This design comes from an exercise in tuning for small area, a short achievable clock period and few clock cycles on the open sky130 flow, not from production work. Where RTL was checked, it was by simulation tests only, not by an equivalence proof against the original. Function not checked in runs 1 to 6: the RTL went through the layout flow alone. Power is estimated from default activity; no workload was simulated.

==> flow/design.v <==
module jlc3_core (
     input  wire        clk_i_w
    ,input  wire        rst_i_w       
    ,input  wire        en_i_w        
    ,output wire        mem_en_o_w
    ,output wire        mem_we_o_w
    ,output wire [15:0] mem_addr_o_w
    ,output wire [15:0] mem_wdat_o_w
    ,input  wire [15:0] mem_rdat_i_w
    ,input  wire        mem_rdy_i_w
);
    reg [15:0] addr_r;    
    reg [15:0] pc_r;      
    reg        dat_r;     
    reg        dld_r;     
    reg        dst_r;     
    reg        dptr_r;    
    reg        dsti_r;    
    reg [2:0]  dreg_r;    
    reg        n_r;       
    reg        z_r;
    reg [15:0] rf_r [0:7];
    reg [7:0]  rv_r;      
    integer i;
    function [15:0] add16(input [15:0] a, input [15:0] b, input cin);
        reg [15:0] g, p, gg, pp, gn, pn;
        integer l, k;
        begin
            g = a & b;
            p = a ^ b;
            gg = g;
            gg[0] = g[0] | (p[0] & cin);
            pp = p;
            for (l = 1; l < 16; l = l * 2) begin
                gn = gg;
                pn = pp;
                for (k = l; k < 16; k = k + 1) begin
                    gn[k] = gg[k] | (pp[k] & gg[k-l]);
                    pn[k] = pp[k] & pp[k-l];
                end
                gg = gn;
                pp = pn;
            end
            add16 = p ^ {gg[14:0], cin};
        end
    endfunction
    wire adv_w = en_i_w & mem_rdy_i_w;
    wire fet_w = ~dat_r;
    wire [15:0] ins_w = mem_rdat_i_w;
    wire [3:0]  op_w  = ins_w[15:12];
    wire i_br   = (op_w == 4'b0000);
    wire i_add  = (op_w == 4'b0001);
    wire i_and  = (op_w == 4'b0101);
    wire i_not  = (op_w == 4'b1001);
    wire i_ld   = (op_w == 4'b0010);
    wire i_st   = (op_w == 4'b0011);
    wire i_jsr  = (op_w == 4'b0100);
    wire i_ldr  = (op_w == 4'b0110);
    wire i_str  = (op_w == 4'b0111);
    wire i_ldi  = (op_w == 4'b1010);
    wire i_sti  = (op_w == 4'b1011);
    wire i_jmp  = (op_w == 4'b1100);
    wire i_lea  = (op_w == 4'b1110);
    wire i_trap = (op_w == 4'b1111);
    wire i_nop  = (op_w == 4'b1000) | (op_w == 4'b1101);
    wire br_take_w = (ins_w[11] & n_r) | (ins_w[10] & z_r) | (ins_w[9] & ~n_r & ~z_r);
    wire i_jsri = i_jsr & ins_w[11];
    wire pcrel_w = i_br | i_ld | i_st | i_ldi | i_sti | i_lea | i_jsri;
    wire [2:0] ra_w = ins_w[8:6];
    wire [2:0] rb_w = dat_r ? dreg_r : ins_w[2:0];
    reg  [15:0] rda_w;      
    reg  [15:0] opa_w;      
    reg  [15:0] rdb_w;
    always @(*) begin
        rda_w = 16'b0;
        rdb_w = 16'b0;
        for (i = 0; i < 8; i = i + 1) begin
            rda_w = rda_w | ({16{rv_r[i] & (ra_w == i)}} & rf_r[i]);
            rdb_w = rdb_w | ({16{rv_r[i] & (rb_w == i)}} & rf_r[i]);
        end
        opa_w = pcrel_w ? addr_r : rda_w;
    end
    wire [15:0] off9_w  = {{7{ins_w[8]}}, ins_w[8:0]};
    wire [15:0] off11_w = {{5{ins_w[10]}}, ins_w[10:0]};
    wire [15:0] off6_w  = {{10{ins_w[5]}}, ins_w[5:0]};
    wire [15:0] imm5_w  = {{11{ins_w[4]}}, ins_w[4:0]};
    wire        isreg_w = (i_add | i_and) & ~ins_w[5];   
    reg  [15:0] opb_w;
    always @(*) begin
        if (isreg_w)
            opb_w = rdb_w;
        else if (i_ldr | i_str)
            opb_w = off6_w;
        else if (i_jsri)
            opb_w = off11_w;
        else if (pcrel_w)
            opb_w = off9_w;
        else
            opb_w = imm5_w;
    end
    wire [15:0] sum_w = add16(opa_w, opb_w, pcrel_w);
    wire [15:0] p_w = opa_w ^ opb_w;
    wire        sumz_w = (p_w[0] == pcrel_w) & (p_w[15:1] == (opa_w[14:0] | opb_w[14:0]));
    wire [15:0] and_w = rda_w & opb_w;
    wire [15:0] pcn_w = add16(addr_r, 16'd0, 1'b1);
    wire f_seq  = i_add | i_and | i_not | i_lea | (i_br & ~br_take_w) | i_nop;
    wire f_sum  = (i_br & br_take_w) | i_jsri | i_ld | i_st | i_ldi | i_sti | i_ldr | i_str;
    wire f_ra   = i_jmp | (i_jsr & ~ins_w[11]);
    wire f_trap = i_trap;
    wire d_pc   = dld_r | dst_r;                
    wire d_rdat = ~dld_r & ~dst_r;              
    wire [15:0] nxt_w = fet_w ? (({16{f_seq}}   & pcn_w)
                               | ({16{f_sum}}   & sum_w)
                               | ({16{f_ra}}    & rda_w)
                               | ({16{f_trap}}  & {8'b0, ins_w[7:0]}))
                              : (({16{d_pc}}    & pc_r)
                               | ({16{d_rdat}}  & mem_rdat_i_w));
    wire wr_sum  = fet_w & (i_add | i_lea);
    wire wr_and  = fet_w & i_and;
    wire wr_not  = fet_w & i_not;
    wire wr_link = fet_w & (i_jsr | i_trap);
    wire wr_mem  = dld_r;
    wire wen_w   = wr_sum | wr_and | wr_not | wr_link | wr_mem;
    wire [2:0]  wa_w = dat_r ? dreg_r : (wr_link ? 3'd7 : ins_w[11:9]);
    wire [15:0] wd_w = ({16{wr_sum}}  & sum_w)
                     | ({16{wr_and}}  & and_w)
                     | ({16{wr_not}}  & ~rda_w)
                     | ({16{wr_link}} & pcn_w)
                     | ({16{wr_mem}}  & mem_rdat_i_w);
    wire        wz_w = (wr_sum  & sumz_w)
                     | (wr_and  & ~|and_w)
                     | (wr_not  & &rda_w)
                     | (wr_link & ~|pcn_w)
                     | (wr_mem  & ~|mem_rdat_i_w);
    always @(posedge clk_i_w) begin
        if (adv_w && wen_w)
            rf_r[wa_w] <= wd_w;
    end
    always @(posedge clk_i_w or negedge rst_i_w) begin
        if (!rst_i_w) begin
            rv_r <= 8'b0;
            n_r  <= 1'b0;
            z_r  <= 1'b1;
        end else if (adv_w && wen_w) begin
            rv_r[wa_w] <= 1'b1;
            n_r <= wd_w[15];
            z_r <= wz_w;
        end
    end
    always @(posedge clk_i_w or negedge rst_i_w) begin
        if (!rst_i_w) begin
            addr_r <= 16'b0;
            dat_r  <= 1'b0;
            dld_r  <= 1'b0;
            dst_r  <= 1'b0;
            dptr_r <= 1'b0;
        end else if (adv_w) begin
            addr_r <= nxt_w;
            if (fet_w) begin
                dat_r  <= i_ld | i_ldr | i_st | i_str | i_ldi | i_sti | i_trap;
                dld_r  <= i_ld | i_ldr;
                dst_r  <= i_st | i_str;
                dptr_r <= i_ldi | i_sti;
            end else begin
                dat_r  <= dptr_r;
                dld_r  <= dptr_r & ~dsti_r;
                dst_r  <= dptr_r & dsti_r;
                dptr_r <= 1'b0;
            end
        end
    end
    always @(posedge clk_i_w) begin
        if (adv_w && fet_w) begin
            pc_r   <= pcn_w;
            dreg_r <= ins_w[11:9];
            dsti_r <= op_w[0];
        end
    end
    assign mem_en_o_w   = en_i_w;
    assign mem_we_o_w   = dst_r;
    assign mem_addr_o_w = addr_r;
    assign mem_wdat_o_w = rdb_w;
endmodule
==> flow/flow/run.sh <==
#!/bin/bash
set -euo pipefail
bash standard.sh ADDER_MAP_FILE= finish > standard.log 2>&1
==> flow/standard.sh <==
#!/bin/bash
# synth_recipe.tcl (not shown) runs the flow's synth.tcl, then flattens the netlist and writes it again
# the make line also repeats each setting of config.mk as NAME=value (left out here)
make -C /OpenROAD-flow-scripts/flow DESIGN_CONFIG=/design/flow/config.mk WORK_HOME=/design/flow/orfs CLKGATE_MAP_FILE= SYNTH_SCRIPT=/design/flow/synth_recipe.tcl "${@:-finish}"
==> flow/config.mk <==
export PLATFORM = sky130hd
export DESIGN_NAME = jlc3_core
export DESIGN_NICKNAME = jlc3_core
export VERILOG_FILES = /design/flow/design.v
export SDC_FILE = /design/flow/constraint.sdc
export NUM_CORES = 4
export LEC_CHECK = 0
export ABC_AREA = 1
export CAP_MARGIN = 20
export CORE_MARGIN = 2
export CORE_UTILIZATION = 40
export PLACE_DENSITY = 0.6
export SETUP_SLACK_MARGIN = 3.0
export SLEW_MARGIN = 20
export TNS_END_PERCENT = 100
==> flow/constraint.sdc <==
create_clock -name core_clock -period 8.0 [get_ports {clk_i_w}]
set_input_delay 1.6000 -clock core_clock [delete_from_list [all_inputs] [get_ports {clk_i_w}]]
set_output_delay 1.6000 -clock core_clock [all_outputs]
set_load 0.01 [all_outputs]
==> results of run 1 <==
==> worst max-delay path: stages <==
cell and delay, ns:
clkdlybuf4s15_2 0.24, inv_2 0.09, nand2_2 0.09, nand2_4 0.10
nor2_4 0.23, nand2_4 0.14, inv_4 0.10, nand2_1 0.05
o21ai_0 0.08, nor2_1 0.09, nand2_1 0.08, clkdlybuf4s50_1 0.53
==> cells in the final DEF (no fill, tap or decap), types with 23 or more instances in the layout <==
cell             Yosys  routed
o22ai_1             47      47
o21ai_1             23      24
a21oi_1             25      25
edfxtp_1           148     148
nor2_2              25      23
nand2_1            419     416
dfrtp_1             29      29
clkdlybuf4s50_1      0      32
buf_4                9      40
inv_1              187     184
o21ai_0             60      58
nand2_2             56      48
nor2_1             159     156
nand3_1            135     133
==> final cells by class <==
type / count / area [um2]
clock buffers: 18 / 429
well taps: 390 / 488
multi-input cells: 1112 / 5870
flip-flops and latches: 178 / 5200
clock inverters: 14 / 166
inverters: 215 / 837
fillers: 2930 / 15600
repair buffers: 103 / 1000
==> cell families (layout without fill, tap and decap cells) <==
kind of cell / count (synthesis) / after routing
XOR/XNOR: 24 / 24
buffers and inverters: 256 / 350
AO/OA/AOI/OAI: 216 / 216
AND/OR/NAND/NOR: 869 / 872
flip-flops: 178 / 178
==> timing repair <==
action | CTS | global route
pin swaps | 13 | 7
gates cloned | 3 | 0
setup buffers | 26 | 8
endpoints found under the setup margin | 145 | 236
resized for setup | 52 | 26
hold buffers | 0 | 0
==> metal layers <==
metal | vias to the layer above | share of wire [%] | wire [um]
li1 | 5289 | - | -
met1 | 5454 | 41 | 18400
met2 | 778 | 43 | 19500
met3 | 140 | 11 | 4940
met4 | 0 | 4.5 | 2020
met5 | - | 0 | 0
==> final timing paths <==
path                                      start               end  depth (start not counted)
worst max-delay path            mem_rdat_i_w[2]  mem_wdat_o_w[12]                         12
worst min-delay path                     dsti_r             dld_r                          1
worst max register to register            dat_r        rf_r[1][2]                         21
worst min register to register           dsti_r             dld_r                          1
max in group asynchronous               rst_i_w               z_r                          2
min in group asynchronous               rst_i_w         addr_r[1]                          2
==> cell usage after synthesis, drive strengths merged <==
cell type  instances  area share [%]
nor4               3            0.16
o21ai             88             3.8
a21oi             27             1.2
o311ai             3            0.22
dfstp              1            0.22
nor3              11            0.56
nand3            156             7.5
o32ai             10            0.73
and2               2            0.10
o22ai             47             2.5
nand2            483              17
nand3b             2            0.26
o41ai              1           0.073
a22oi              2            0.13
xnor2              5            0.37
buf               28             1.9
clkbuf            13            0.41
edfxtp           148              37
clkinv             1           0.031
a21o               2            0.13
a21boi             2            0.16
o221ai             2            0.15
a32o               1           0.084
a211oi             7            0.48
nand4             14            0.94
a221oi             5            0.37
nor2             198             7.9
dfrtp             29             6.1
a22o               1           0.073
xor2              19             1.4
inv              214             6.8
o211ai            11            0.69
o31ai              4            0.25
o2111ai            3            0.22
==> state kept, by name, indices dropped and copies added (netlist names) <==
signal and count:
dreg_r 3, pc_r 16, dat_r 1, dst_r 1
dsti_r 1, rf_r 128, addr_r 16, z_r 1
n_r 1, dptr_r 1, dld_r 1, rv_r 8
==> where the power goes <==
group,switching (mW),internal (mW)
clock network,0.448,0.422
logic,0.812,0.419
registers,0.0647,1.10
==> impl_metrics.ini, run 1 <==
[floorplan]
dieArea_um2 = 31300
initial_core_util_pct = 40.4
fp.coreArea_um2 = 29600
die_x_um = 177
ios = 54
num_rows = 63
die_h_um = 177

[grt]
grt_max_degree = 39
gr-total-overflow = 0
grt_usage_pct = 29.1
use_met1_pct = 40.6
grt_pass1_wl_mm = 67.1
first_global_vias = 11000
grt_use_met2_pct = 43.9
busiest_layer = met2
antenna_found_initial = 0
use_met3_pct = 5.26

[yosys]
syn_inst = 1543
synthAdderAreaFrac_pct = 0
yosys.cell_types.count = 55
synth-warning-count = 1
synth-seq-area-share_pct = 43.5
synth.area.mux_share_pct = 0
syn_area_um2 = 11900
synth_nets = 1563
synth_compound_area_share_pct = 11.2
synth_xor_area_share_pct = 1.76
synthSimpleGateAreaFrac_pct = 34.3
synth_top_family_by_area = simple AND/OR/NAND/NOR gates
ys_ff_latch = 178
syn-mean-instance-area_um2 = 7.74

[clock_tree]
cts_sinks = 178
clock_path_buffers = 2
cts_made_buffers = 17
htreeDepth = 4
cts.clk_slew.worst_paths_ns = 0.07
tritoncts = built
root_buffer = clkbuf_16
worstSkewPairLatency_ns = 0.45

[drt]
wl_per_cell_um = 22.1
routed_via_density = 5.74
ant_nets = 0
finalWirelength_mm = 44.8
drtIter0Drc = 1893
drc = 0
vias = 11700
dr.pass1.iters = 7

[timing]
finalSetupViolations = 0
setup_ws_ns = 2.96
final.min_clock_period_ns = 5.04
fin_tns_setup_ns = 0
worstMarginPinSlew_ns = 1.19
rsz0062_at_grt = true
final.period_utilization_pct = 63.0
finalMaxSlewViolations = 0
final.hold.worst_slack_ns = 0.533
final_hold_viol_count = 0
finClkSkew_ns = 0.0118
relSlewSlack_pct = 20.1
max_freq_mhz = 198

[outcome]
outcome = no timing/DRC/antenna violations

[pwr]
p_leak_nw = 6.26
power.total_mw = 3.26
ir_worst_vdd_mv = 0.153
p_per_area_nw_per_um2 = 233

[worst_setup_path]
end_kind = output pin
arrival_ns = 3.44
critPathRequiredTime_ns = 6.40
worstSetupStartpointType = input pin
crit_type = input pin to output pin
rrSetupSlack_ns = 3.91
path_max_fanout = 6

[min_path]
hold_path.class = flop to flop

[final_layout]
diodes = 0
area_delta_synth_final_pct = 17.1
design_area_um2 = 14000
num-nets-final = 1647
post-route-util_pct = 47.3
final-instance-count-excl-fill = 2030
drive_gt1_share_pct = 16.6

[placement]
place_area_um2 = 12800
dp_cells = 1961
gp_congestion = 1.03
dp_hpwl_mm = 31.4
io_buffers = 53
pre_cts_slack_ns = 2.12

[job]
drv_cap = 0
==> run 2: changes to the inputs <==
--- a/flow/config.mk
+++ b/flow/config.mk
@@ -10,6 +10,6 @@
 export CORE_MARGIN = 2
 export CORE_UTILIZATION = 40
 export PLACE_DENSITY = 0.6
-export SETUP_SLACK_MARGIN = 3.0
+export SETUP_SLACK_MARGIN = 2.0
 export SLEW_MARGIN = 20
 export TNS_END_PERCENT = 100
==> impl_metrics.ini, run 2 <==
[placement]
place_area_um2 = 12800
io_buffers = 53
dp_cells = 1961
dp_hpwl_mm = 31.4
gp_congestion = 1.03

[pwr]
p_leak_nw = 5.90
ir_worst_vdd_mv = 0.153
power.total_mw = 3.16
p_per_area_nw_per_um2 = 236

[final_layout]
mostFrequentLayoutCell = nand2_1
final-instance-count-excl-fill = 1993
post-route-util_pct = 45.4
area_delta_synth_final_pct = 12.4
diodes = 0
reg.largest.list = rf_r (128), addr_r (16), pc_r (16)
drive_gt1_share_pct = 13.7
num-nets-final = 1610
final_cell_mix = nand2_1 (419), inv_1 (187), nor2_1 (157)
regMostFlops = rf_r
design_area_um2 = 13400
largest_reg_flops = 128

[worst_setup_path]
cpPeakStageDelay_ns = 0.64
rr_endpoint = rf_r[1][2]
reg2reg_depth = 19
r2r-start = dat_r
end_kind = output pin
arrival_ns = 4.24
path_max_fanout = 18
rrSetupSlack_ns = 3.77
crit_path_cell_trace = clkdlybuf4s50_1 -> inv_2 -> nand2_1 -> nand2_2 -> nor2_8 -> nand2_2 -> o21ai_0 -> nor2_1 -> nand2_1 -> clkdlybuf4s50_1
critPathRequiredTime_ns = 6.40
crit_type = input pin to output pin
cp_slowest_cell = clkdlybuf4s50_1
worstSetupStartpointType = input pin

[drt]
drc = 0
routed_via_density = 5.71
drtIter0Drc = 1701
dr.pass1.iters = 6
finalWirelength_mm = 43.4
ant_nets = 0
wl_per_cell_um = 21.8
vias = 11400

[yosys]
synth-warning-count = 1
synth_most_common_cell = nand2_1
yosysTopAreaCellShare_pct = 37.2
syn_area_um2 = 11900
yosys.cell_types.count = 55
yosysTopAreaCell = edfxtp_1
synth.area.top_cells = edfxtp_1 (37%), nand2_1 (13%), dfrtp_1 (6.1%), inv_1 (5.9%), nand3_1 (5.7%)
synth-seq-area-share_pct = 43.5
yosys-top-cells-count = nand2_1 (419), inv_1 (187), nor2_1 (159)
syn_inst = 1543
synth_edf_count = 148
synth_nets = 1563
ys_ff_latch = 178
synth_ff_type = edfxtp_1
syn-mean-instance-area_um2 = 7.74
async_flop_share_pct = 16.9

[clock_tree]
root_buffer = clkbuf_16
worstSkewPairLatency_ns = 0.45
cts_sinks = 178
hold_buffers = 0
cts_made_buffers = 17
clock_path_buffers = 2
cts.clk_slew.worst_paths_ns = 0.07
tritoncts = built
htreeDepth = 4
cts_resized = 0
postCtsSetupRepairBufs = 0

[outcome]
outcome = no timing/DRC/antenna violations

[timing]
relSlewSlack_pct = 28.6
finalSetupViolations = 0
fin_tns_setup_ns = 0
final.min_clock_period_ns = 5.84
finalMaxSlewViolations = 0
final.period_utilization_pct = 73.0
final_hold_viol_count = 0
finClkSkew_ns = 0.0122
rsz0062_at_grt = false
max_freq_mhz = 171
worstMarginPinSlew_ns = 1.06

[job]
drv_cap = 0

[grt]
antenna_found_initial = 0
grt_max_degree = 39
gr-total-overflow = 0
grt_usage_pct = 28.1
grt_pass1_wl_mm = 65.1
first_global_vias = 10700

[min_path]
hp-start = dsti_r
worstHoldEndpoint = dld_r
whs_path_depth = 1
hold_path.class = flop to flop

[floorplan]
dieArea_um2 = 31300
ios = 54
fp.coreArea_um2 = 29600
num_rows = 63
die_h_um = 177
initial_core_util_pct = 40.4
die_x_um = 177
==> run 2: changes by cell type in the layout (fill, tap and decap cells not counted), moves of 6 or more <==
cell	before	now
buf_4	40	16
dlygate4sd2_1	6	0
dlymetal6s2s_1	9	0
nand2_2	48	56
clkdlybuf4s50_1	32	53
buf_12	7	0
nor2_4	17	11
nand2_4	15	7
==> run 2: cell type report <==
| cell class | instances | area (um2) |
|---|---|---|
| clock buffers | 18 | 429 |
| clock inverters | 14 | 166 |
| fillers | 2988 | 16100 |
| inverters | 215 | 822 |
| multi-input cells | 1109 | 5680 |
| flip-flops and latches | 178 | 5200 |
| well taps | 390 | 488 |
| repair buffers | 69 | 651 |
==> run 2: how the worst max path moves through the flow <==
stage,start,endpoint,cells past startpoint
after floorplan,mem_rdat_i_w[15],rf_r[1][0],11
after global placement,mem_rdat_i_w[2],mem_wdat_o_w[12],10
after detailed placement,mem_rdat_i_w[8],rf_r[1][3],21
after CTS,mem_rdat_i_w[2],mem_wdat_o_w[12],10
after global routing,mem_rdat_i_w[2],mem_wdat_o_w[15],9
final,mem_rdat_i_w[1],mem_wdat_o_w[6],10
==> run 2: cell families (layout without fill, tap and decap cells) <==
kind of cell,after synthesis,in the layout,share of synthesized area [%]
and+or+nand+nor,869,869,34.3
xor gates and xnor gates,24,24,1.76
AOI/OAI and AO/OA,216,216,11.2
buffers and inverters,256,316,9.17
DFF,178,178,43.5
==> run 2: worst max-delay path, delay by kind of cell <==
family                 cells  cell delay (ns)
buffers and inverters      3             1.31
and+or+nand+nor            6             1.07
AOI/OAI and AO/OA          1             0.24
==> run 2: report_power, final <==
group | total [mW] | switching (mW) | leakage [nW] | internal [mW]
Clock | 0.868 | 0.446 | 0.285 | 0.422
Sequential | 1.16 | 0.0645 | 1.71 | 1.10
Combinational | 1.14 | 0.770 | 3.90 | 0.365
==> run 2: stage by stage <==
step	setup slack (ns)	hold slack (ns)
finish	2.16	0.528
global route	2.11	0.565
CTS	2.14	0.534
detailed placement	2.12	0.524
global placement	2.11	0.508
floorplan	3.73	0.459
==> run 2: routing by layer <==
layer / wire, um / GRT usage (%) / up-vias
met5: 0 / 0 / -
met1: 18200 / 39.3 / 5318
met4: 1540 / 10.1 / 0
met2: 19000 / 42.9 / 752
met3: 4740 / 6.23 / 112
li1: - / - / 5202
==> run 3: changes to the inputs <==
--- a/flow/config.mk
+++ b/flow/config.mk
@@ -10,6 +10,6 @@
 export CORE_MARGIN = 2
 export CORE_UTILIZATION = 40
 export PLACE_DENSITY = 0.6
-export SETUP_SLACK_MARGIN = 2.0
+export SETUP_SLACK_MARGIN = 3.6
 export SLEW_MARGIN = 20
 export TNS_END_PERCENT = 100
==> impl_metrics.ini, run 3 <==
[outcome]
outcome = no timing/DRC/antenna violations

[worst_setup_path]
rr_endpoint = rf_r[2][12]
arrival_ns = 2.89
crit_path_cell_trace = buf_12 -> inv_8 -> nand2_4 -> nand2_8 -> nor2_4 -> nand2_4 -> inv_4 -> buf_4 -> nand2_1 -> nand2_2 -> nor2_2 -> nand2_1 -> buf_2
r2r-start = dat_r
critPathRequiredTime_ns = 6.40
crit_type = input pin to output pin
reg2reg_depth = 25
cpPeakStageDelay_ns = 0.25
end_kind = output pin
crit_end = mem_wdat_o_w[14]
worstSetupStartpointType = input pin
path_max_fanout = 6
crit_path_start = mem_rdat_i_w[2]
cp_slowest_cell = nor2_4
rrSetupSlack_ns = 3.96

[grt]
grt_usage_pct = 29.9
grt_max_degree = 39
first_global_vias = 11400
grt_pass1_wl_mm = 69.0
antenna_found_initial = 0
gr-total-overflow = 0

[timing]
worstMarginPinSlew_ns = 1.01
max_freq_mhz = 223
fin_tns_setup_ns = 0
final_hold_viol_count = 0
finClkSkew_ns = 0.0130
final.period_utilization_pct = 56.1
finalMaxSlewViolations = 0
finalSetupViolations = 0
relSlewSlack_pct = 32.8
rsz0062_at_grt = true
final.min_clock_period_ns = 4.49

[yosys]
synth_edf_count = 148
syn_area_um2 = 11900
syn_inst = 1543
synth.area.top_cells = edfxtp_1 (37%), nand2_1 (13%), dfrtp_1 (6.1%), inv_1 (5.9%), nand3_1 (5.7%)
yosysTopAreaCell = edfxtp_1
synth_top_family_by_area = simple AND/OR/NAND/NOR gates
synth.area.mux_share_pct = 0
synthSimpleGateAreaFrac_pct = 34.3
synth_most_common_cell = nand2_1
synth-warning-count = 1
synthAdderAreaFrac_pct = 0
yosysTopAreaCellShare_pct = 37.2
synth_compound_area_share_pct = 11.2
yosys.cell_types.count = 55
synth_xor_area_share_pct = 1.76
synth-seq-area-share_pct = 43.5
synth_ff_type = edfxtp_1
syn-mean-instance-area_um2 = 7.74
ys_ff_latch = 178
synth_nets = 1563
yosys-top-cells-count = nand2_1 (419), inv_1 (187), nor2_1 (159)
async_flop_share_pct = 16.9

[pwr]
p_leak_nw = 6.71
ir_worst_vdd_mv = 0.154
power.total_mw = 3.43
p_per_area_nw_per_um2 = 228

[placement]
gp_congestion = 1.03
io_buffers = 53
place_area_um2 = 12800
dp_hpwl_mm = 31.4

[clock_tree]
worstSkewPairLatency_ns = 0.45
root_buffer = clkbuf_16
tritoncts = built
clock_path_buffers = 2
cts.clk_slew.worst_paths_ns = 0.08
htreeDepth = 4
cts_made_buffers = 17
cts_sinks = 178

[final_layout]
drive_gt1_share_pct = 25.7
regMostFlops = rf_r
final_cell_mix = nand2_1 (398), inv_1 (182), edfxtp_1 (148)
design_area_um2 = 15100
diodes = 0
largest_reg_flops = 128
area_delta_synth_final_pct = 26.1
mostFrequentLayoutCell = nand2_1
num-nets-final = 1723
reg.largest.list = rf_r (128), addr_r (16), pc_r (16)

[floorplan]
die_h_um = 177
die_x_um = 177
ios = 54
dieArea_um2 = 31300
num_rows = 63
fp.coreArea_um2 = 29600
initial_core_util_pct = 40.4

[drt]
routed_via_density = 5.81
vias = 12200
drc = 0
drtIter0Drc = 1810
wl_per_cell_um = 22.3
dr.pass1.iters = 6
finalWirelength_mm = 47.0
ant_nets = 0

[min_path]
hp-start = dsti_r
hold_path.class = flop to flop

[job]
drv_cap = 0
run 3: worst min path at each step:
| stage | slack (ns) | cells past startpoint | end |
|---|---|---|---|
| 2_1_floorplan | 0.46 | 2 | rv_r[0] |
| 5_1_grt | 0.57 | 1 | dld_r |
| 4_1_cts | 0.53 | 1 | dld_r |
| 3_3_place_gp | 0.51 | 1 | dld_r |
| 6_report | 0.53 | 1 | dld_r |
| 3_5_place_dp | 0.52 | 1 | dld_r |
run 3: area by class of cell:
cell class | instances | area [um2]
Multi-Input combinational cell | 1111 | 6250
Timing Repair Buffer | 179 | 1660
Clock buffer | 18 | 429
Clock inverter | 14 | 166
Timing Repair inverter | 1 | 7.51
Inverter | 215 | 863
Sequential cell | 178 | 5200
Tap cell | 390 | 488
Fill cell | 2810 | 14500
run 3: stage by stage:
stage	hold slack [ns]	utilization, %	std cells	worst slack [ns]
floorplan	0.459	-	1543	3.73
global placement	0.508	43.4	1961	2.11
detailed placement	0.524	43.4	1961	2.12
CTS	0.534	49.2	2078	3.46
global route	0.565	51.0	2106	3.48
finish	0.529	51.0	2106	3.51
run 3: logic make-up after synthesis:
group,count (synthesis)
flops,178
xor+xnor,24
buf+inv,256
simple gates,869
compound gates,216
run 3: power breakdown:
group	switching [mW]	internal, mW
combinational	0.881	0.521
clock	0.451	0.422
sequential	0.0643	1.10
total	1.40	2.04
run 3: layer usage:
| layer | GRT usage [%] | share of wire [%] | routed length, um | up-vias |
|---|---|---|---|---|
| met4 | 13.9 | 5.5 | 2580 | 0 |
| met2 | 45.2 | 43 | 20200 | 906 |
| li1 | - | - | - | 5445 |
| met1 | 40.9 | 40 | 18600 | 5683 |
| met5 | 0 | 0 | 0 | - |
| met3 | 6.25 | 12 | 5570 | 194 |
run 3: worst max-delay path, delay by kind of cell:
kind / cells / cell delay (ns)
and+or+nand+nor: 8 / 0.81
buffers and inverters: 5 / 0.45
run 3: timing repair:
item | CTS | global route
cloned | 4 | 0
endpoints found under the setup margin | 294 | 242
hold buffers | 0 | 0
pin swaps | 57 | 41
gates resized for setup | 213 | 92
setup buffers | 81 | 28
==> run 4: changes to the inputs <==
--- a/flow/config.mk
+++ b/flow/config.mk
@@ -10,6 +10,6 @@
 export CORE_MARGIN = 2
 export CORE_UTILIZATION = 40
 export PLACE_DENSITY = 0.6
-export SETUP_SLACK_MARGIN = 3.6
+export SETUP_SLACK_MARGIN = 4.2
 export SLEW_MARGIN = 20
 export TNS_END_PERCENT = 100
==> impl_metrics.ini, run 4 <==
[worst_setup_path]
cpPeakStageDelay_ns = 0.20
path_common_cell = buf_6
worstSetupStartpointType = input pin
rrSetupSlack_ns = 3.77
reg2reg_depth = 30
critPathRequiredTime_ns = 8.21
cp_slowest_cell = buf_4
end_kind = flop
rr_endpoint = rf_r[3][8]
crit_type = input pin to flop
r2r-start = dat_r
arrival_ns = 4.83
path_max_fanout = 8

[yosys]
synthSimpleGateAreaFrac_pct = 34.3
synth_compound_area_share_pct = 11.2
synth_nets = 1563
synth_edf_count = 148
synth_most_common_cell = nand2_1
synth_ff_type = edfxtp_1
synth-seq-area-share_pct = 43.5
synthAdderAreaFrac_pct = 0
synth.area.mux_share_pct = 0
synth_top_family_by_area = simple AND/OR/NAND/NOR gates
yosysTopAreaCellShare_pct = 37.2
ys_ff_latch = 178
async_flop_share_pct = 16.9
synth-warning-count = 1
yosys.cell_types.count = 55
syn_area_um2 = 11900
yosysTopAreaCell = edfxtp_1
synth_xor_area_share_pct = 1.76
yosys-top-cells-count = nand2_1 (419), inv_1 (187), nor2_1 (159)
syn_inst = 1543
synth.area.top_cells = edfxtp_1 (37%), nand2_1 (13%), dfrtp_1 (6.1%), inv_1 (5.9%), nand3_1 (5.7%)
syn-mean-instance-area_um2 = 7.74

[timing]
final.hold.worst_slack_ns = 0.543
final_hold_viol_count = 0
fin_tns_setup_ns = 0
worstMarginPinSlew_ns = 0.885
rsz0062_at_grt = true
final.period_utilization_pct = 57.7
max_freq_mhz = 217
relSlewSlack_pct = 40.8
finClkSkew_ns = 0.0178
finalMaxSlewViolations = 0
finalSetupViolations = 0
final.min_clock_period_ns = 4.62

[final_layout]
num-nets-final = 1773
final_cell_mix = nand2_1 (355), inv_1 (176), edfxtp_1 (148)
reg.largest.list = rf_r (128), addr_r (16), pc_r (16)
regMostFlops = rf_r
diodes = 0
largest_reg_flops = 128
area_delta_synth_final_pct = 39.0
mostFrequentLayoutCell = nand2_1
drive_gt1_share_pct = 35.2
fillers = 2585

[drt]
drtIter0Drc = 1832
dr.pass1.iters = 6
wl_per_cell_um = 23.0
finalWirelength_mm = 49.6
drc = 0
routed_via_density = 5.87
ant_nets = 0
vias = 12700

[grt]
first_global_vias = 12300
grt_pass1_wl_mm = 73.2
antenna_found_initial = 0
gr-total-overflow = 0
grt_max_degree = 39
grt_usage_pct = 31.7

[clock_tree]
cts.clk_slew.worst_paths_ns = 0.08
hold_buffers = 0
cts_made_buffers = 17
tritoncts = built
cts_sinks = 178
clock_path_buffers = 2
root_buffer = clkbuf_16
worstSkewPairLatency_ns = 0.47
htreeDepth = 4

[pwr]
ir_worst_vdd_mv = 0.169
power.total_mw = 3.78
p_switching_mw = 1.57
p_leak_nw = 7.25
p_comb_share_pct = 45.6
p_per_area_nw_per_um2 = 227
swShare_pct = 41.4
seq_power_share_pct = 30.7
pwr-share-clk_pct = 23.7
internal_power_mw = 2.21

[min_path]
hold_path.class = flop to flop
worstHoldEndpoint = n_r
hp-start = n_r
whs_path_depth = 2

[placement]
gp_congestion = 1.03
io_buffers = 53
dp_hpwl_mm = 31.3

[floorplan]
dieArea_um2 = 31300
num_rows = 63
initial_core_util_pct = 40.4
ios = 54
die_h_um = 177
die_x_um = 177
fp.coreArea_um2 = 29600

[outcome]
outcome = no timing/DRC/antenna violations

[job]
drv_cap = 0
==> run 4: cell counts after synthesis <==
No cell type changed its count.
==> run 4: how the worst max path moves through the flow <==
stage,from,endpoint,slack [ns],depth (start not counted)
2_1_floorplan,mem_rdat_i_w[0],mem_wdat_o_w[12],3.98,9
3_3_place_gp,mem_rdat_i_w[15],rf_r[4][11],1.91,11
3_5_place_dp,mem_rdat_i_w[15],rf_r[5][13],1.90,11
4_1_cts,mem_rdat_i_w[0],mem_wdat_o_w[15],3.53,12
5_1_grt,mem_rdat_i_w[0],rf_r[2][8],3.36,30
6_report,mem_rdat_i_w[0],rf_r[3][8],3.38,30
==> run 4: critical path: cells and delay by family <==
kind	cells	cell delay, ns
compound gates	3	0.34
buf+inv	15	1.78
simple gates	12	1.07
==> run 4: cell type report <==
type	count	area, um2	area share, %
well taps	390	488	2.94
repair buffers	228	2250	13.6
clock buffers	17	425	2.56
multi-input cells	1113	7170	43.2
inverters	215	876	5.27
clock inverters	15	195	1.18
flip-flops and latches	178	5200	31.3
==> run 4: cells by family (layout without fill, tap and decap cells) <==
| group | Yosys count | after routing |
|---|---|---|
| compound gates | 216 | 216 |
| xor+xnor | 24 | 24 |
| buf+inv | 256 | 475 |
| flops | 178 | 178 |
| simple gates | 869 | 873 |
==> run 4: timing repair <==
action                     in CTS  in global routing
pin swaps                      87                 75
gates resized for setup       343                152
setup endpoints to repair     299                258
cloned                          6                  0
buffers inserted              136                 27
==> run 4: stage by stage <==
| step | cells | worst slack, ns | cell area, um2 | util [%] |
|---|---|---|---|---|
| 2_1_floorplan | 1543 | 3.98 | 12100 | - |
| 3_3_place_gp | 1955 | 1.91 | 13000 | 43.9 |
| 3_5_place_dp | 1955 | 1.90 | 13000 | 43.9 |
| 4_1_cts | 2129 | 3.53 | 15800 | 53.3 |
| 5_1_grt | 2156 | 3.36 | 16600 | 56.2 |
| 6_report | 2156 | 3.38 | 16600 | 56.2 |
==> run 4: power by group through the flow <==
stage	logic, mW	registers, mW	clock network [mW]
final	1.72	1.16	0.897
after global routing	1.82	1.17	0.932
after global placement	1.13	1.17	0
after CTS	1.48	1.16	0.896
after detailed placement	1.13	1.18	0
after floorplan	0.746	1.16	0
==> run 4: per-layer routing <==
layer	global-route usage (%)	share of wire, %	up-vias
met1	40.6	38	5914
met4	18.0	6.5	0
li1	-	-	5552
met5	0	0	-
met2	49.1	44	928
met3	7.43	12	260
==> run 5: changes to the inputs <==
--- a/flow/config.mk
+++ b/flow/config.mk
@@ -10,6 +10,6 @@
 export CORE_MARGIN = 2
 export CORE_UTILIZATION = 40
 export PLACE_DENSITY = 0.6
-export SETUP_SLACK_MARGIN = 4.2
+export SETUP_SLACK_MARGIN = 4.8
 export SLEW_MARGIN = 20
 export TNS_END_PERCENT = 100
==> impl_metrics.ini, run 5 <==
[timing]
final.hold.worst_slack_ns = 0.551
finalSetupViolations = 0
max_freq_mhz = 224
final.period_utilization_pct = 55.9
setup_ws_ns = 3.53
final.min_clock_period_ns = 4.47
final_hold_viol_count = 0
fin_tns_setup_ns = 0
finClkSkew_ns = 0.0132
finalMaxSlewViolations = 0
worstMarginPinSlew_ns = 0.900
relSlewSlack_pct = 39.7
rsz0062_at_grt = true

[clock_tree]
root_buffer = clkbuf_16
cts_sinks = 178
cts_made_buffers = 17
clock_path_buffers = 2
hold_buffers = 0
worstSkewPairLatency_ns = 0.45
tritoncts = built
cts.clk_slew.worst_paths_ns = 0.07
htreeDepth = 4

[drt]
dr.pass1.iters = 9
drtIter0Drc = 1620
vias = 12400
wl_per_cell_um = 23.8
routed_via_density = 5.83
ant_nets = 0
drc = 0
finalWirelength_mm = 50.7

[worst_setup_path]
rrSetupSlack_ns = 4.05
cpPeakStageDelay_ns = 0.26
crit_path_cell_trace = buf_12 -> inv_12 -> nand2_4 -> nand2_8 -> nor2_4 -> nand2_8 -> buf_4 -> o21ai_2 -> nor2_2 -> nand2_2 -> buf_6
rr_endpoint = rf_r[0][11]
reg2reg_depth = 27
worstSetupStartpointType = input pin
r2r-start = dat_r
crit_type = input pin to output pin
path_max_fanout = 5
critPathRequiredTime_ns = 6.40
end_kind = output pin
arrival_ns = 2.87
path_common_cell = nand2_8
cp_slowest_cell = nor2_4

[final_layout]
largest_reg_flops = 128
final_cell_mix = nand2_1 (355), inv_1 (172), edfxtp_1 (148)
drive_gt1_share_pct = 35.5
diodes = 0
area_delta_synth_final_pct = 39.3
seq_area_um2 = 5200
reg.largest.list = rf_r (128), addr_r (16), pc_r (16)
fillers = 2614
regMostFlops = rf_r
design_area_um2 = 16600
mostFrequentLayoutCell = nand2_1
multi_input_area_um2 = 7290
post-route-util_pct = 56.3
num-nets-final = 1750

[pwr]
swShare_pct = 41.7
p_per_area_nw_per_um2 = 223
seq_power_share_pct = 31.4
ir_worst_vdd_mv = 0.125
p_comb_share_pct = 44.4
pwr-share-clk_pct = 24.2
p_leak_nw = 7.19
internal_power_mw = 2.16
p_switching_mw = 1.55

[yosys]
synth.area.top_cells = edfxtp_1 (37%), nand2_1 (13%), dfrtp_1 (6.1%), inv_1 (5.9%), nand3_1 (5.7%)
synth-warning-count = 1
syn_inst = 1543
synth_edf_count = 148
syn_area_um2 = 11900
async_flop_share_pct = 16.9
synth_nets = 1563
yosysTopAreaCellShare_pct = 37.2
syn-mean-instance-area_um2 = 7.74
ys_ff_latch = 178
synth_most_common_cell = nand2_1
yosys.cell_types.count = 55
yosysTopAreaCell = edfxtp_1
yosys-top-cells-count = nand2_1 (419), inv_1 (187), nor2_1 (159)
synth_ff_type = edfxtp_1
synth-seq-area-share_pct = 43.5

[placement]
gp_congestion = 0.964
pre_cts_slack_ns = 2.02
io_buffers = 53
dp_hpwl_mm = 31.9
place_area_um2 = 13400

[floorplan]
initial_core_util_pct = 40.4
die_x_um = 177
num_rows = 63
fp.coreArea_um2 = 29600
dieArea_um2 = 31300
die_h_um = 177
ios = 54

[grt]
grt_max_degree = 39
gr-total-overflow = 0
grt_pass1_wl_mm = 74.2
antenna_found_initial = 0
use_met3_pct = 7.97
grt_use_met2_pct = 50.7
grt_usage_pct = 32.3
busiest_layer = met2
first_global_vias = 12200
use_met1_pct = 40.5

[job]
drv_cap = 0

[min_path]
hold_path.class = flop to flop
whs_path_depth = 1
worstHoldEndpoint = dld_r
hp-start = dsti_r

[outcome]
outcome = no timing/DRC/antenna violations
run 5: cell count changes in the layout (fill, tap and decap cells not counted), moves of 6 or more:
| cell | before | now |
|---|---|---|
| buf_4 | 122 | 104 |
| buf_6 | 38 | 24 |
| buf_12 | 24 | 34 |
| nand2_4 | 40 | 32 |
| inv_6 | 3 | 9 |
| nand2_2 | 77 | 83 |
| nand3_4 | 19 | 13 |
| o21ai_2 | 13 | 19 |
run 5: worst max-delay path by stage:
stage	start	cells after the start	slack (ns)	to
detailed placement	mem_rdat_i_w[13]	19	2.02	rf_r[5][13]
floorplan	mem_rdat_i_w[0]	9	3.98	mem_wdat_o_w[12]
finish	mem_rdat_i_w[2]	11	3.53	mem_wdat_o_w[2]
global route	mem_rdat_i_w[0]	11	3.48	mem_wdat_o_w[15]
CTS	mem_rdat_i_w[0]	11	3.56	mem_wdat_o_w[15]
global placement	mem_rdat_i_w[13]	19	2.03	rf_r[1][13]
run 5: repair_timing:
item	CTS	global route
buffers inserted	133	10
pin swaps	93	46
cloned	8	0
resized for setup	339	76
endpoints found under the setup margin	302	298
run 5: worst max-delay path, delay by kind of cell:
kind | cells | cell delay (ns)
and+or+nand+nor | 6 | 0.71
buffers and inverters | 4 | 0.41
AOI/OAI and AO/OA | 1 | 0.12
run 5: area by class of cell:
| class | count | area share [%] |
|---|---|---|
| inverter | 215 | 5.49 |
| timing repair buffer | 202 | 12.7 |
| tap | 390 | 2.93 |
| clock buffer | 17 | 2.56 |
| sequential | 178 | 31.2 |
| multi-input combinational | 1115 | 43.8 |
| clock inverter | 15 | 1.21 |
| timing repair inverter | 1 | 0.0376 |
run 5: power by group through the flow:
stage | sequential [mW] | clock [mW] | combinational [mW]
global placement | 1.18 | 0 | 1.18
detailed placement | 1.18 | 0 | 1.18
finish | 1.17 | 0.898 | 1.65
CTS | 1.17 | 0.901 | 1.52
floorplan | 1.16 | 0 | 0.806
global route | 1.17 | 0.937 | 1.74
run 5: routing by layer:
layer	share of wire, %	up-vias
met2	44	859
met5	0	-
li1	-	5519
met4	6.7	0
met3	12	257
met1	38	5796
run 5: per-stage QoR:
step,instances,power [mW]
CTS,2123,3.58
finish,2133,3.71
floorplan,1543,1.97
global placement,1950,2.36
detailed placement,1950,2.37
global route,2133,3.86
run 5: cell families after synthesis:
logic type	share of synthesized area, %
and+or+nand+nor	34.3
DFF	43.5
buffers and inverters	9.17
AOI/OAI and AO/OA	11.2
xor gates and xnor gates	1.76
==> run 6: changes to the inputs <==
==> flow/run.sh (new file) <==
#!/bin/bash
# synth_recipe.tcl (not shown) runs the flow's synth.tcl, then flattens the netlist and writes it again
# the make line also repeats each setting of config.mk as NAME=value (left out here)
make -C /OpenROAD-flow-scripts/flow DESIGN_CONFIG=/design/flow/config.mk WORK_HOME=/design/flow/orfs CLKGATE_MAP_FILE= SYNTH_SCRIPT=/design/flow/synth_recipe.tcl finish
--- a/flow/config.mk
+++ b/flow/config.mk
@@ -5,11 +5,10 @@
 export SDC_FILE = /design/flow/constraint.sdc
 export NUM_CORES = 4
 export LEC_CHECK = 0
-export ABC_AREA = 1
 export CAP_MARGIN = 20
 export CORE_MARGIN = 2
 export CORE_UTILIZATION = 40
 export PLACE_DENSITY = 0.6
-export SETUP_SLACK_MARGIN = 4.8
+export SETUP_SLACK_MARGIN = 3.0
 export SLEW_MARGIN = 20
 export TNS_END_PERCENT = 100
removed: flow/flow/run.sh
removed: flow/standard.sh
==> impl_metrics.ini, run 6 <==
[clock_tree]
hold_buffers = 0
worstSkewPairLatency_ns = 0.45
cts_made_buffers = 17
cts.clk_slew.worst_paths_ns = 0.07
root_buffer = clkbuf_16
tritoncts = built
htreeDepth = 4
clock_path_buffers = 2
cts_sinks = 178

[timing]
worstMarginPinSlew_ns = 1.08
finalSetupViolations = 0
final_hold_viol_count = 0
max_freq_mhz = 199
relSlewSlack_pct = 27.3
fin_tns_setup_ns = 0
finClkSkew_ns = 0.0168
rsz0062_at_grt = true
finalMaxSlewViolations = 0
final.min_clock_period_ns = 5.04
final.period_utilization_pct = 63.0

[pwr]
p_switching_mw = 1.45
internal_power_mw = 2.17
pwr-share-clk_pct = 23.1
p_comb_share_pct = 42.7
p_per_area_nw_per_um2 = 243
seq_power_share_pct = 34.2
swShare_pct = 40.1
ir_worst_vdd_mv = 0.146
p_leak_nw = 5.84

[drt]
finalWirelength_mm = 49.4
routed_via_density = 6.64
drtIter0Drc = 2013
vias = 11500
wl_per_cell_um = 28.6
ant_nets = 0
dr.pass1.iters = 6
drc = 0

[worst_setup_path]
worstSetupStartpointType = input pin
path_buf_inv = 4
critPathRequiredTime_ns = 8.23
cp_slowest_cell = or3b_4
path_max_fanout = 8
arrival_ns = 5.27
end_kind = flop
cpPeakStageDelay_ns = 0.46
crit_type = input pin to flop
crit_path_cell_trace = buf_12 -> or3b_4 -> a211oi_4 -> buf_12 -> a22oi_2 -> nand4_1 -> buf_4 -> mux2i_4 -> fa_2 -> fa_2 -> nor2b_2 -> o21ai_2 -> a21boi_2 -> o211ai_1 -> a21oi_2 -> nor3_2 -> xor2_1 -> buf_4 -> o221ai_4
path_delay_family = compound AO/OA/AOI/OAI gates
rrSetupSlack_ns = 3.24

[yosys]
ys_ff_latch = 178
yosys.cell_types.count = 77
yosys-top-cells-count = edfxtp_1 (148), nand2_1 (148), nand3_1 (72)
yosysTopAreaCell = edfxtp_1
synth_ff_type = edfxtp_1
synth_compound_area_share_pct = 21.5
synth.area.mux_share_pct = 2.90
synth.area.top_cells = edfxtp_1 (39%), dfrtp_1 (6.3%), nand2_1 (4.8%), ha_1 (3.7%), a22oi_1 (3.2%)
yosysTopAreaCellShare_pct = 38.7
synthAdderAreaFrac_pct = 4.06
synth_xor_area_share_pct = 3.02
synthSimpleGateAreaFrac_pct = 18.2
syn_inst = 1179
syn-mean-instance-area_um2 = 9.73
synth-seq-area-share_pct = 45.3
synth_edf_count = 148
synth_nets = 1235
syn_area_um2 = 11500
async_flop_share_pct = 16.9
synth_top_family_by_area = compound AO/OA/AOI/OAI gates
synth-warning-count = 1

[placement]
gp_congestion = 0.997
dp_hpwl_mm = 32.6
dp_cells = 1591
io_buffers = 53

[floorplan]
fp.coreArea_um2 = 28500
num_rows = 62
ios = 54
die_h_um = 173
dieArea_um2 = 30100
die_x_um = 173
initial_core_util_pct = 40.3

[final_layout]
final_cell_mix = edfxtp_1 (148), nand2_1 (143), buf_4 (131)
regMostFlops = rf_r
multi_input_area_um2 = 6530
num-nets-final = 1390
reg.largest.list = rf_r (128), addr_r (16), pc_r (16)
drive_gt1_share_pct = 24.9
fillers = 2516
seq_area_um2 = 5200
largest_reg_flops = 128
diodes = 0
area_delta_synth_final_pct = 30.2
mostFrequentLayoutCell = edfxtp_1
final-instance-count-excl-fill = 1731

[grt]
antenna_found_initial = 0
gr-total-overflow = 0
grt_max_degree = 38
grt_pass1_wl_mm = 71.1
grt_usage_pct = 32.2
first_global_vias = 10400

[min_path]
hold_path.class = flop to flop

[job]
drv_cap = 0

[outcome]
outcome = no timing/DRC/antenna violations
run 6: changes by cell type in the layout (fill, tap and decap cells not counted), moves of 30 or more:
cell,change
nand2_1,-212
nand3_2,-57
nand2_2,-82
nor2_2,-33
nor2_1,-61
a22oi_1,+42
inv_1,-125
o22ai_1,-30
nor2_4,-39
run 6: logic make-up after synthesis:
| logic type | Yosys count |
|---|---|
| compound gates | 343 |
| xor+xnor | 38 |
| fa+ha+maj | 36 |
| buf+inv | 133 |
| flops | 178 |
| mux | 32 |
| simple gates | 419 |
run 6: per-stage QoR:
step	worst slack (ns)	total power [mW]	hold slack (ns)	area, um2	utilization (%)
after CTS	3.00	3.48	0.536	14300	50.3
final	2.96	3.62	0.539	14900	52.5
after global routing	2.81	3.75	0.585	14900	52.5
after global placement	1.12	2.51	0.526	12800	45.0
after floorplan	2.88	1.98	0.488	11700	-
after detailed placement	1.08	2.51	0.518	12800	45.0
run 6: area by class of cell:
cell class | count | area share [%]
repair buffers | 211 | 12.9
repair inverters | 1 | 0.0503
clock buffers | 17 | 2.85
flip-flops and latches | 178 | 34.8
clock inverters | 15 | 1.07
inverters | 53 | 1.37
multi-input cells | 872 | 43.7
well taps | 384 | 3.22
run 6: final timing paths:
| kind | cells past startpoint | start | to |
|---|---|---|---|
| max | 19 | mem_rdat_i_w[1] | rf_r[4][12] |
| min | 2 | dptr_r | dptr_r |
| min reg2reg | 2 | dptr_r | dptr_r |
| min in group asynchronous | 2 | rst_i_w | addr_r[9] |
| max in group asynchronous | 2 | rst_i_w | z_r |
| max reg2reg | 18 | dat_r | rf_r[7][9] |
run 6: metal layers:
metal  GRT usage, %  part of all wire [%]
met3           7.35                    13
met2           47.1                    43
met1           45.8                    40
met5              0                     0
met4           13.5                   4.4
run 6: power by group through the flow:
stage / clock, mW / sequential [mW] / combinational, mW
after CTS: 0.849 / 1.23 / 1.40
final: 0.837 / 1.24 / 1.55
after global routing: 0.884 / 1.25 / 1.62
after detailed placement: 0 / 1.25 / 1.26
after floorplan: 0 / 1.21 / 0.771
after global placement: 0 / 1.25 / 1.26
run 6: worst reg2reg max path, cell delays in order, from the launching register on:
cell	delay, ns
dfrtp_2	0.60
buf_4	0.47
mux2i_4	0.42
a211oi_4	0.08
buf_12	0.15
a22o_1	0.23
a221oi_2	0.21
a41o_1	0.29
inv_1	0.06
ha_1	0.31
o21a_1	0.23
o31ai_4	0.09
a21oi_2	0.12
a21o_1	0.22
a21o_1	0.20
a21oi_2	0.14
xor2_1	0.29
o211ai_1	0.18
buf_4	0.21
run 6: repair_timing:
item                       4_1_cts  5_1_grt
cloned                           7        1
resized for setup              138       64
pin swaps                       34       44
buffers inserted                57       43
setup endpoints to repair      162      128
==> run 7: changes to the inputs <==
--- a/flow/design.v
+++ b/flow/design.v
@@ -20,7 +20,7 @@
     reg        n_r;       
     reg        z_r;
     reg [15:0] rf_r [0:7];
-    reg [7:0]  rv_r;      
+    reg        clr_r;     
     integer i;
     function [15:0] add16(input [15:0] a, input [15:0] b, input cin);
         reg [15:0] g, p, gg, pp, gn, pn;
@@ -45,7 +45,7 @@
         end
     endfunction
     wire adv_w = en_i_w & mem_rdy_i_w;
-    wire fet_w = ~dat_r;
+    wire fet_w = ~dat_r & ~clr_r;
     wire [15:0] ins_w = mem_rdat_i_w;
     wire [3:0]  op_w  = ins_w[15:12];
     wire i_br   = (op_w == 4'b0000);
@@ -75,8 +75,8 @@
         rda_w = 16'b0;
         rdb_w = 16'b0;
         for (i = 0; i < 8; i = i + 1) begin
-            rda_w = rda_w | ({16{rv_r[i] & (ra_w == i)}} & rf_r[i]);
-            rdb_w = rdb_w | ({16{rv_r[i] & (rb_w == i)}} & rf_r[i]);
+            rda_w = rda_w | ({16{ra_w == i}} & rf_r[i]);
+            rdb_w = rdb_w | ({16{rb_w == i}} & rf_r[i]);
         end
         opa_w = pcrel_w ? addr_r : rda_w;
     end
@@ -133,18 +133,21 @@
                      | (wr_link & ~|pcn_w)
                      | (wr_mem  & ~|mem_rdat_i_w);
     always @(posedge clk_i_w) begin
-        if (adv_w && wen_w)
-            rf_r[wa_w] <= wd_w;
+        for (i = 0; i < 8; i = i + 1)
+            if (clr_r || (adv_w && wen_w && wa_w == i))
+                rf_r[i] <= wd_w;
     end
     always @(posedge clk_i_w or negedge rst_i_w) begin
         if (!rst_i_w) begin
-            rv_r <= 8'b0;
-            n_r  <= 1'b0;
-            z_r  <= 1'b1;
-        end else if (adv_w && wen_w) begin
-            rv_r[wa_w] <= 1'b1;
-            n_r <= wd_w[15];
-            z_r <= wz_w;
+            clr_r <= 1'b1;
+            n_r   <= 1'b0;
+            z_r   <= 1'b1;
+        end else begin
+            clr_r <= 1'b0;
+            if (adv_w && wen_w) begin
+                n_r <= wd_w[15];
+                z_r <= wz_w;
+            end
         end
     end
     always @(posedge clk_i_w or negedge rst_i_w) begin
@@ -154,7 +157,7 @@
             dld_r  <= 1'b0;
             dst_r  <= 1'b0;
             dptr_r <= 1'b0;
-        end else if (adv_w) begin
+        end else if (adv_w && !clr_r) begin
             addr_r <= nxt_w;
             if (fet_w) begin
                 dat_r  <= i_ld | i_ldr | i_st | i_str | i_ldi | i_sti | i_trap;
==> flow/flow/run.sh (new file) <==
#!/bin/bash
set -euo pipefail
bash standard.sh ADDER_MAP_FILE= finish > standard.log 2>&1
==> flow/standard.sh (new file) <==
#!/bin/bash
# synth_recipe.tcl (not shown) runs the flow's synth.tcl, then flattens the netlist and writes it again
# the make line also repeats each setting of config.mk as NAME=value (left out here)
make -C /OpenROAD-flow-scripts/flow DESIGN_CONFIG=/design/flow/config.mk WORK_HOME=/design/flow/orfs CLKGATE_MAP_FILE= SYNTH_SCRIPT=/design/flow/synth_recipe.tcl "${@:-finish}"
--- a/flow/config.mk
+++ b/flow/config.mk
@@ -5,10 +5,11 @@
 export SDC_FILE = /design/flow/constraint.sdc
 export NUM_CORES = 4
 export LEC_CHECK = 0
+export ABC_AREA = 1
 export CAP_MARGIN = 20
 export CORE_MARGIN = 2
 export CORE_UTILIZATION = 40
 export PLACE_DENSITY = 0.6
-export SETUP_SLACK_MARGIN = 3.0
+export SETUP_SLACK_MARGIN = 3.6
 export SLEW_MARGIN = 20
 export TNS_END_PERCENT = 100
removed: flow/run.sh
==> impl_metrics.ini, run 7 <==
[timing]
final.period_utilization_pct = 57.5
worstMarginPinSlew_ns = 0.881
finalSetupViolations = 0
fin_tns_setup_ns = 0
finalMaxSlewViolations = 0
relSlewSlack_pct = 40.9
setup_ws_ns = 3.40
final.min_clock_period_ns = 4.60
max_freq_mhz = 217
finClkSkew_ns = 0.0173
final_hold_viol_count = 0
final.hold.worst_slack_ns = 0.521
rsz0062_at_grt = true

[final_layout]
post-route-util_pct = 55.0
design_area_um2 = 15200
drive_gt1_share_pct = 27.3
largest_reg_flops = 128
num-nets-final = 1690
seq_area_um2 = 5020
area_delta_synth_final_pct = 35.8
final_cell_mix = nand2_1 (364), inv_1 (186), edfxtp_1 (148)
multi_input_area_um2 = 6170
reg.largest.list = rf_r (128), addr_r (16), pc_r (16)
regMostFlops = rf_r
fillers = 2510
final-instance-count-excl-fill = 2062
mostFrequentLayoutCell = nand2_1

[clock_tree]
tritoncts = built
cts_made_buffers = 17
cts_sinks = 171
worstSkewPairLatency_ns = 0.45
root_buffer = clkbuf_16
cts.clk_slew.worst_paths_ns = 0.07
hold_buffers = 0
clock_path_buffers = 2
htreeDepth = 4

[pwr]
p_leak_nw = 6.63
ir_worst_vdd_mv = 0.160
p_per_area_nw_per_um2 = 232
power.total_mw = 3.52

[min_path]
whs_path_depth = 2
hp-start = addr_r[8]
worstHoldEndpoint = addr_r[8]
hold_path.class = flop to flop

[grt]
grt_usage_pct = 32.9
grt_pass1_wl_mm = 70.1
antenna_found_initial = 1
grt_max_degree = 32
gr-total-overflow = 0
first_global_vias = 11200

[yosys]
synth_most_common_cell = nand2_1
async_flop_share_pct = 13.5
ys_ff_latch = 171
syn_inst = 1476
yosysTopAreaCell = edfxtp_1
synth-seq-area-share_pct = 44.9
synth-warning-count = 2
syn-mean-instance-area_um2 = 7.58
synth.area.top_cells = edfxtp_1 (40%), nand2_1 (14%), inv_1 (6.5%), dfrtp_1 (4.7%), nand3_1 (4.4%)
synth_ff_type = edfxtp_1
yosysTopAreaCellShare_pct = 39.7
synth_edf_count = 148
yosys.cell_types.count = 51
syn_area_um2 = 11200
yosys-top-cells-count = nand2_1 (414), inv_1 (195), edfxtp_1 (148)
synth_nets = 1496

[worst_setup_path]
arrival_ns = 3.00
worstSetupStartpointType = input pin
path_buf_inv = 5
path_common_cell = buf_12
crit_path_cell_trace = buf_12 -> nand2_8 -> nand2_8 -> buf_12 -> buf_12 -> nand3_4 -> buf_6 -> o21ai_2 -> nor2_2 -> nand2_2 -> buf_6
path_delay_family = buffers and inverters
cpPeakStageDelay_ns = 0.20
critPathRequiredTime_ns = 6.40
rrSetupSlack_ns = 3.65
end_kind = output pin
path_max_fanout = 5
crit_type = input pin to output pin
reg2reg_depth = 27
cp_slowest_cell = buf_12
rr_endpoint = rf_r[3][6]
r2r-start = dat_r

[drt]
routed_via_density = 6.02
drtIter0Drc = 2031
finalWirelength_mm = 49.3
drc = 0
vias = 12400
ant_nets = 0
dr.pass1.iters = 6
wl_per_cell_um = 23.9

[floorplan]
die_h_um = 171
initial_core_util_pct = 40.5
ios = 54
die_x_um = 171
dieArea_um2 = 29300
fp.coreArea_um2 = 27600
num_rows = 61

[placement]
place_area_um2 = 12100
io_buffers = 53
gp_congestion = 1.05
dp_hpwl_mm = 30.4
pre_cts_slack_ns = 1.77
dp_cells = 1876

[outcome]
outcome = no timing/DRC/antenna violations

[job]
drv_cap = 0
[run 7: changes by cell type in the layout (fill, tap and decap cells not counted), moves of 26 or more]
cell and delta:
a22oi_1 -41, and3_1 -26, ha_1 -27, inv_1 +139, nand2_1 +221, nand2_2 +51, nand3_4 +27, nand4_1 +31
nor2_1 +46, o22ai_1 +48
[run 7: final cells by class]
type                       count  share of cell area, %
timing repair inverter         3                  0.255
timing repair buffer         209                   12.9
tap                          378                   3.11
clock buffer                  17                   2.80
clock inverter                15                   1.38
antenna                        1                 0.0165
multi-input combinational   1051                   40.6
sequential                   171                   33.1
inverter                     217                   5.82
[run 7: worst max path at each step]
stage,from,endpoint,depth (start not counted)
floorplan,mem_rdat_i_w[14],rf_r[4][0],9
global placement,mem_rdat_i_w[1],mem_wdat_o_w[15],9
detailed placement,mem_rdat_i_w[1],mem_wdat_o_w[3],9
CTS,mem_rdat_i_w[1],mem_wdat_o_w[3],11
global route,mem_rdat_i_w[2],mem_wdat_o_w[5],11
finish,mem_rdat_i_w[2],mem_wdat_o_w[5],11
[run 7: cells by family after synthesis]
group           count (synthesis)  share of synthesized area (%)
buf+inv                       266                           9.89
compound gates                261                           13.8
other cells                     1                         0.0335
xor+xnor                       23                           1.80
flops                         171                           44.9
simple gates                  754                           29.6
[run 7: worst register-to-register path, cell delays in order, from the launching register on]
cell	delay (ns)
dfrtp_1	0.60
nand2_1	0.48
nand2_8	0.31
buf_12	0.15
buf_12	0.10
nand3_4	0.12
buf_6	0.18
o21ai_2	0.12
nor2_2	0.07
buf_4	0.13
buf_4	0.12
buf_4	0.12
buf_4	0.12
buf_4	0.12
nand3_2	0.10
nand2_2	0.08
nand2_4	0.09
nand2_4	0.08
inv_4	0.07
nand2_2	0.07
nor2_1	0.10
nand2_1	0.07
nand2_2	0.12
buf_4	0.13
xor2_1	0.18
nand2_1	0.08
o211ai_1	0.14
buf_12	0.17
[run 7: per-layer routing]
| layer | GRT usage (%) | up-vias | part of all wire (%) | routed length [um] |
|---|---|---|---|---|
| met5 | 0 | - | 0 | 0 |
| met1 | 43.2 | 5748 | 37 | 18100 |
| met4 | 19.4 | 0 | 7.8 | 3850 |
| met2 | 50.5 | 990 | 43 | 21400 |
| met3 | 6.60 | 276 | 12 | 5980 |
| li1 | - | 5403 | - | - |
[run 7: power by group]
part           leakage (nW)  internal, mW  total (mW)  switching, mW
registers              1.79          1.10        1.17         0.0710
logic                  4.53         0.532        1.45          0.915
clock network         0.309         0.460       0.905          0.445
total                  6.63          2.09        3.52           1.43
[run 7: repair_timing]
item,CTS,global route
cloned,15,1
buffers inserted,102,35
gates resized for setup,235,185
pin swaps,53,59
endpoints found under the setup margin,290,267
Testbench counts of run 7, summed over its fixed seeds: cycles 25,627.
==> run 8: changes to the inputs <==
--- a/flow/config.mk
+++ b/flow/config.mk
@@ -10,6 +10,6 @@
 export CORE_MARGIN = 2
 export CORE_UTILIZATION = 40
 export PLACE_DENSITY = 0.6
-export SETUP_SLACK_MARGIN = 3.6
+export SETUP_SLACK_MARGIN = 4.0
 export SLEW_MARGIN = 20
 export TNS_END_PERCENT = 100
==> impl_metrics.ini, run 8 <==
[worst_setup_path]
critPathRequiredTime_ns = 6.40
crit_type = input pin to output pin
end_kind = output pin
worstSetupStartpointType = input pin
path_max_fanout = 6
reg2reg_depth = 20
arrival_ns = 2.90
r2r-start = dat_r
rr_endpoint = rf_r[6][14]
rrSetupSlack_ns = 4.03

[yosys]
syn_area_um2 = 11200
synth_edf_count = 148
yosysTopAreaCellShare_pct = 39.7
yosys.cell_types.count = 51
syn-mean-instance-area_um2 = 7.58
yosys-top-cells-count = nand2_1 (414), inv_1 (195), edfxtp_1 (148)
synth-seq-area-share_pct = 44.9
syn_inst = 1476
yosysTopAreaCell = edfxtp_1
ys_ff_latch = 171
synth-warning-count = 2
synth.area.top_cells = edfxtp_1 (40%), nand2_1 (14%), inv_1 (6.5%), dfrtp_1 (4.7%), nand3_1 (4.4%)
synth_ff_type = edfxtp_1
synth_most_common_cell = nand2_1
async_flop_share_pct = 13.5
synth_nets = 1496

[grt]
first_global_vias = 11800
antenna_found_initial = 0
grt_max_degree = 32
grt_pass1_wl_mm = 71.4
grt_usage_pct = 33.4
gr-total-overflow = 0

[floorplan]
ios = 54
num_rows = 61
die_x_um = 171
fp.coreArea_um2 = 27600
dieArea_um2 = 29300
initial_core_util_pct = 40.5
die_h_um = 171

[timing]
finalMaxSlewViolations = 0
fin_tns_setup_ns = 0
final_hold_viol_count = 0
final.period_utilization_pct = 56.3
finalSetupViolations = 0
rsz0062_at_grt = true
final.min_clock_period_ns = 4.50
setup_ws_ns = 3.50
finClkSkew_ns = 0.0133
worstMarginPinSlew_ns = 0.867
max_freq_mhz = 222
relSlewSlack_pct = 42.1

[final_layout]
diodes = 0
largest_reg_flops = 128
design_area_um2 = 15700
num-nets-final = 1706
multi_input_area_um2 = 6600
seq_area_um2 = 5020
area_delta_synth_final_pct = 40.5
reg.largest.list = rf_r (128), addr_r (16), pc_r (16)
final_cell_mix = nand2_1 (335), inv_1 (183), edfxtp_1 (148)
post-route-util_pct = 56.9
fillers = 2471
drive_gt1_share_pct = 31.9
mostFrequentLayoutCell = nand2_1
regMostFlops = rf_r

[drt]
vias = 12500
wl_per_cell_um = 23.9
dr.pass1.iters = 6
drc = 0
finalWirelength_mm = 49.6
routed_via_density = 6.03
ant_nets = 0
drtIter0Drc = 1975

[clock_tree]
worstSkewPairLatency_ns = 0.45
cts.clk_slew.worst_paths_ns = 0.08
htreeDepth = 4
cts_sinks = 171
tritoncts = built
root_buffer = clkbuf_16
cts_made_buffers = 17
clock_path_buffers = 2

[placement]
gp_congestion = 1.00
io_buffers = 53
pre_cts_slack_ns = 1.76
dp_hpwl_mm = 30.4
place_area_um2 = 12100

[outcome]
outcome = no timing/DRC/antenna violations

[pwr]
ir_worst_vdd_mv = 0.154
p_per_area_nw_per_um2 = 228
p_leak_nw = 6.78

[min_path]
hold_path.class = flop to flop
worstHoldEndpoint = dptr_r
whs_path_depth = 1
hp-start = dptr_r

[job]
drv_cap = 0
[run 8: cell counts after synthesis]
Identical to the previous run, type by type.
[run 8: cells by family after synthesis]
kind of cell	count (synthesis)	share of synthesized area, %
and+or+nand+nor	754	29.6
buffers and inverters	266	9.89
AOI/OAI and AO/OA	261	13.8
DFF	171	44.9
xor gates and xnor gates	23	1.80
other	1	0.0335
[run 8: stage by stage]
step | hold slack [ns] | power, mW | instances
2_1_floorplan | 0.472 | 1.81 | 1476
6_report | 0.518 | 3.58 | 2077
4_1_cts | 0.523 | 3.33 | 2044
3_5_place_dp | 0.504 | 2.18 | 1874
3_3_place_gp | 0.490 | 2.17 | 1874
5_1_grt | 0.531 | 3.70 | 2077
[run 8: report_power, final]
group	internal, mW	switching, mW
Clock	0.429	0.457
Combinational	0.566	0.960
Sequential	1.10	0.0687
Total	2.09	1.49
[run 8: layout make-up]
cell class | count | area share [%]
clock buffers | 17 | 2.71
clock inverters | 15 | 1.15
inverters | 217 | 5.85
multi-input cells | 1054 | 42.0
flip-flops and latches | 171 | 32.0
well taps | 378 | 3.01
repair buffers | 224 | 13.3
repair inverters | 1 | 0.0557
[run 8: worst max-delay path by stage]
| stage | end | slack [ns] | depth (start not counted) | startpoint |
|---|---|---|---|---|
| 3_5_place_dp | mem_wdat_o_w[15] | 1.76 | 9 | mem_rdat_i_w[1] |
| 3_3_place_gp | mem_wdat_o_w[15] | 1.77 | 9 | mem_rdat_i_w[1] |
| 4_1_cts | mem_wdat_o_w[15] | 3.55 | 11 | mem_rdat_i_w[0] |
| 5_1_grt | mem_wdat_o_w[15] | 3.52 | 11 | mem_rdat_i_w[0] |
| 2_1_floorplan | rf_r[5][0] | 3.74 | 9 | mem_rdat_i_w[14] |
| 6_report | mem_wdat_o_w[2] | 3.50 | 10 | mem_rdat_i_w[1] |
[run 8: what timing repair did]
action                                  CTS  global route
endpoints found under the setup margin  291           275
pin swaps                                67            64
hold buffers                              0             0
gates resized for setup                 352           196
gates cloned                             16             1
buffers inserted                        122            32
[run 8: critical path: stages]
cell	delay, ns
buf_12	0.11
clkinv_8	0.07
nand2_8	0.10
nand2_8	0.09
buf_6	0.17
nand3_4	0.18
o21ai_2	0.09
nor2_2	0.21
nand2_2	0.12
buf_2	0.16
[run 8: layer usage]
metal	vias to the layer above	global-route usage, %	wire [um]
met1	5850	42.8	18200
met2	958	52.1	22100
met5	-	0	0
li1	5446	-	-
met3	274	7.57	5650
met4	0	19.5	3600

==> port drivers added, routing unchanged <==
The flow's constraints put no driver on any port. The routed layouts listed below were extracted and timed again, unchanged, in two steps. Step 1 assumes that a clkbuf_16 drives the clock port and a buf_2 every other input. Step 2 also shifts input and output timing later by t, the mid clock arrival at the registers, as if the neighbouring blocks saw the same clock. a / b / c = ideal ports / drivers / drivers and shift; a / b = the first two.
| run | shift t [ns] | slack for setup (ns) | cell pins on the clock port's net |
|---|---|---|---|
| run 1 | 0.499 | 2.956 / 2.926 / 2.516 | 1 |
| run 2 | 0.495 | 2.159 / 2.137 / 1.923 | 1 |
| run 3 | 0.494 | 3.513 / 3.444 / 3.234 | 1 |
| run 4 | 0.510 | 3.382 / 3.350 / 2.874 | 1 |
| run 5 | 0.494 | 3.531 / 3.461 / 3.152 | 1 |
| run 6 | 0.496 | 2.964 / 2.948 / 2.452 | 1 |
| run 7 | 0.492 | 3.398 / 3.349 / 3.076 | 1 |
| run 8 | 0.497 | 3.499 / 3.434 / 3.299 | 1 |
After both steps setup and hold are still met in every run listed. For run 6, which loses most, drivers alone change the setup slack by -0.016 ns; drivers and shift together by -0.512 ns.
